Context: an optimization exercise on an open-source flow, tuned for small area. The choices shown serve that exercise and are no tape-out recipe.
Function was checked by simulation only, so behaviour that the tests miss may differ from the original.
The flow treats the clock pin as an ideal source, which a real chip does not have.
Power figures rest on the tool's default switching activity, not on a simulated workload.

==> flow/design.v (excerpt) <==
module SelectionOfAvatar(
	input [1:0] mode,
	input [5:0] userID,
	input [1:0] candidate,  
	input CLK,
	input rst,  
	output reg [1:0] ballotBoxId,
	output reg [5:0] numberOfRegisteredVoters,
	output [5:0] numberOfVotesWinner,  
	output [1:0] WinnerId,
	output reg AlreadyRegistered,
	output reg AlreadyVoted,
	output reg NotRegistered,
	output reg VotingHasNotStarted,
	output reg RegistrationHasEnded
	);
Size in the first run: about 580 cells after synthesis, about 180 flip-flops, roughly 6500 um^2 of cells after synthesis.
==> flow/config.mk <==
export PLATFORM = sky130hd
export DESIGN_NAME = SelectionOfAvatar
export DESIGN_NICKNAME = SelectionOfAvatar
export VERILOG_FILES = /design/flow/design.v
export SDC_FILE = /design/flow/constraint.sdc
export NUM_CORES = 4
export LEC_CHECK = 0
export CAP_MARGIN = 0
export CORE_MARGIN = 2
export CORE_UTILIZATION = 40
export GPL_TIMING_DRIVEN = 0
export SLEW_MARGIN = 0
==> flow/constraint.sdc <==
create_clock -name core_clock -period 6.0 [get_ports {CLK}]
set_input_delay 1.2000 -clock core_clock [delete_from_list [all_inputs] [get_ports {CLK}]]
set_output_delay 1.2000 -clock core_clock [all_outputs]
set_load 0.01 [all_outputs]
standard.sh (not shown) runs the stock make flow with config.mk's settings and CLKGATE_MAP_FILE= SYNTH_SCRIPT=/design/flow/synth_recipe.tcl, a recipe that flattens the netlist after the stock synthesis.
==> flow/flow/run.sh <==
#!/bin/bash
# Layout flow: the standard ORFS flow (standard.sh) with changes that only
# affect cell area:
#  - synthesis maps the logic with an area-oriented ABC script (flow/abc.script)
#    instead of ORFS's delay-oriented one; everything else in synthesis,
#    including the registers, is the standard synthesis;
#  - the port buffers are buf_1 cells;
#  - clock tree synthesis uses clkbuf_4 buffers and no dummy loads; after it,
#    flow/cts_fix.tcl upsizes to clkbuf_8 the buffers whose flip-flops would
#    see a slow clock edge.
# Each tool's output is in standard_cts.log, cts_fix.log and standard.log, and
# in ORFS's own logs under orfs/logs.
set -euo pipefail
W=$(pwd)
rm -rf "$W/scripts_abc"
cp -r "$FLOW_HOME/scripts" "$W/scripts_abc"
cp "$W/flow/abc.script" "$W/scripts_abc/abc_speed.script"
ARGS=(
  "SCRIPTS_DIR=$W/scripts_abc"
  "BUFFER_PORTS_ARGS=-buffer_cell sky130_fd_sc_hd__buf_1"
  "CTS_ARGS=-sink_clustering_enable -repair_clock_nets -dont_use_dummy_load -buf_list sky130_fd_sc_hd__clkbuf_4"
)
bash "$W/standard.sh" "${ARGS[@]}" cts > "$W/standard_cts.log" 2>&1
RESULTS="$W/orfs/results/sky130hd/SelectionOfAvatar/base" openroad -no_init -exit "$W/flow/cts_fix.tcl" > "$W/cts_fix.log" 2>&1
bash "$W/standard.sh" "${ARGS[@]}" finish > "$W/standard.log" 2>&1
Other scripts of this flow, unchanged in this note and not shown: flow/flow/abc.script, flow/flow/cts_fix.tcl
The first run finished with timing, DRC and antenna clean.
Change:
CAP_MARGIN = 20   (was 0)
GPL_TIMING_DRIVEN = not set   (was 0)
SLEW_MARGIN = 20   (was 0)
After rerunning: Die area stays the same. Area after synthesis stays the same. Power barely changes. Sequential power hardly moves. Hold slack is worse by 0.0038 ns. Wire length rose by about 6%. Design area rose by about 0.3%. Combinational power rose by about 2%. Clock skew fell by 0.012 ns. Sequential share of layout area fell by 0.15 points. Setup slack is better by 0.22 ns.
Change:
CAP_MARGIN = 0   (was 20)
SLEW_MARGIN = 0   (was 20)
Cell count does not change.
Clock power stays flat.
Sequential power is about the same.
Non-clock buffer count is unchanged.


Setup of run 1:
Another version of the RTL of SelectionOfAvatar (not shown whole).
For scale: ~580 cells after synthesis, ~33 I/O pins, about 0.0065 sq mm of cells after synthesis.
clock: 6.0 ns
lec_check: 0
cap_margin: 20
core_margin: 2
core_utilization: 40
slew_margin: 20
==> flow/flow/run.sh <==
#!/bin/bash
# Layout flow: the standard ORFS flow (standard.sh) with changes that only
# affect cell area:
#  - synthesis maps the logic with an area-oriented ABC script (flow/abc.script)
#    instead of ORFS's delay-oriented one; everything else in synthesis,
#    including the registers, is the standard synthesis;
#  - the port buffers are buf_1 cells;
#  - clock tree synthesis uses clkbuf_8 buffers and no dummy loads.
# Each tool's output is in standard.log and in ORFS's own logs under orfs/logs.
set -euo pipefail
W=$(pwd)
rm -rf "$W/scripts_abc"
cp -r "$FLOW_HOME/scripts" "$W/scripts_abc"
cp "$W/flow/abc.script" "$W/scripts_abc/abc_speed.script"
bash "$W/standard.sh" \
  "SCRIPTS_DIR=$W/scripts_abc" \
  "BUFFER_PORTS_ARGS=-buffer_cell sky130_fd_sc_hd__buf_1" \
  "CTS_ARGS=-sink_clustering_enable -repair_clock_nets -dont_use_dummy_load -buf_list sky130_fd_sc_hd__clkbuf_8" \
  finish > "$W/standard.log" 2>&1
==> flow/flow/abc.script <==
&get -n
&st
&dch -f
&nf -R 1000
&put
The following lists how run 2 was set up differently from run 1:
==> flow/flow/run.sh <==
#!/bin/bash
# Layout flow: the standard ORFS flow (standard.sh) with changes that only
# affect cell area:
#  - synthesis maps the logic with an area-oriented ABC script (flow/abc.script)
#    instead of ORFS's delay-oriented one; everything else in synthesis,
#    including the registers, is the standard synthesis;
#  - the port buffers are buf_1 cells;
#  - clock tree synthesis uses clkbuf_4 buffers and no dummy loads; after it,
#    flow/cts_fix.tcl upsizes to clkbuf_8 the buffers whose flip-flops would
#    see a slow clock edge.
# Each tool's output is in standard_cts.log, cts_fix.log and standard.log, and
# in ORFS's own logs under orfs/logs.
set -euo pipefail
W=$(pwd)
rm -rf "$W/scripts_abc"
cp -r "$FLOW_HOME/scripts" "$W/scripts_abc"
cp "$W/flow/abc.script" "$W/scripts_abc/abc_speed.script"
ARGS=(
  "SCRIPTS_DIR=$W/scripts_abc"
  "BUFFER_PORTS_ARGS=-buffer_cell sky130_fd_sc_hd__buf_1"
  "CTS_ARGS=-sink_clustering_enable -repair_clock_nets -dont_use_dummy_load -buf_list sky130_fd_sc_hd__clkbuf_4"
)
bash "$W/standard.sh" "${ARGS[@]}" cts > "$W/standard_cts.log" 2>&1
RESULTS="$W/orfs/results/sky130hd/SelectionOfAvatar/base" openroad -no_init -exit "$W/flow/cts_fix.tcl" > "$W/cts_fix.log" 2>&1
bash "$W/standard.sh" "${ARGS[@]}" finish > "$W/standard.log" 2>&1
==> flow/flow/cts_fix.tcl (new file) <==
# Upsize the clock-tree buffers (clkbuf_4) whose flip-flop clock pins see an
# edge slower than the threshold to clkbuf_8, then legalize the placement.
set plat $::env(FLOW_HOME)/platforms/sky130hd
set res $::env(RESULTS)
read_liberty $plat/lib/sky130_fd_sc_hd__tt_025C_1v80.lib
read_db $res/4_cts.odb
read_sdc $res/4_cts.sdc
source $plat/setRC.tcl
estimate_parasitics -placement

proc worst_clk_slew {} {
  set worst 0
  foreach pin [get_pins -hierarchical */CLK] {
    set s [get_property $pin slew_max]
    if {$s > $worst} { set worst $s }
  }
  return $worst
}
puts "worst flip-flop clock slew before: [worst_clk_slew]"
set n 0
foreach inst [get_cells -hierarchical *] {
  if {![string match "*__clkbuf_4" [get_property $inst ref_name]]} continue
  set out [get_pins -of_objects $inst -filter "direction==output"]
  set w 0
  foreach p [get_pins -of_objects [get_nets -of_objects $out] -filter "direction==input"] {
    if {[string match "*/CLK" [get_full_name $p]]} {
      set s [get_property $p slew_max]
      if {$s > $w} { set w $s }
    }
  }
  if {$w > 0.11} {
    replace_cell $inst sky130_fd_sc_hd__clkbuf_8
    incr n
  }
}
puts "upsized $n clock buffers"
detailed_placement
check_placement
estimate_parasitics -placement
puts "worst flip-flop clock slew after: [worst_clk_slew]"
write_db $res/4_cts.odb
The run showing the greater worst endpoint required time is run 2.
Achievable clock frequency in run 2 is about 3.4% above run 1.
Relative to run 1, switching power decreased by about 1.5% in run 2.
On headroom to the max-slew limit, run 2 tracks run 1 almost exactly.
In run 2, amount of wire on met3 after detailed routing is lower than in run 1.

what the ideal ports hide:
No port has a modelled driver above. Below, the same layouts with a new extraction and two added sets of constraints.
Step 1 assumes that a clkbuf_16 drives the clock port and a buf_2 every other input.
Step 2 also shifts input and output timing later by t, the mid clock arrival at the registers, as if the neighbouring blocks saw the same clock.
a / b / c = no drivers / after step 1 / after step 2; a / b = the first two.
run | t, ns | setup WS [ns] | hold WS [ns] | worst setup path after step 2 | latest minus earliest clock arrival (ns)
the first run of note 1 | 0.607 | 1.292 / 1.304 / 0.696 | 0.473 / 0.473 / 0.473 | input to register | 0.048 / 0.047
the second run of note 1 | 0.603 | 1.508 / 1.519 / 0.915 | 0.469 / 0.469 / 0.469 | input to register | 0.035 / 0.035
the third run of note 1 | 0.603 | 1.508 / 1.519 / 0.915 | 0.469 / 0.469 / 0.469 | input to register | 0.035 / 0.035
run 1 | 0.471 | 1.230 / 1.240 / 0.769 | 0.466 / 0.466 / 0.466 | input to register | 0.020 / 0.020
run 2 | 0.609 | 1.386 / 1.396 / 0.788 | 0.466 / 0.466 / 0.466 | input to register | 0.037 / 0.037
After both steps every run listed still meets setup and hold. For run 2, which loses most, drivers alone change the setup slack by +0.010 ns; drivers and shift together by -0.598 ns.
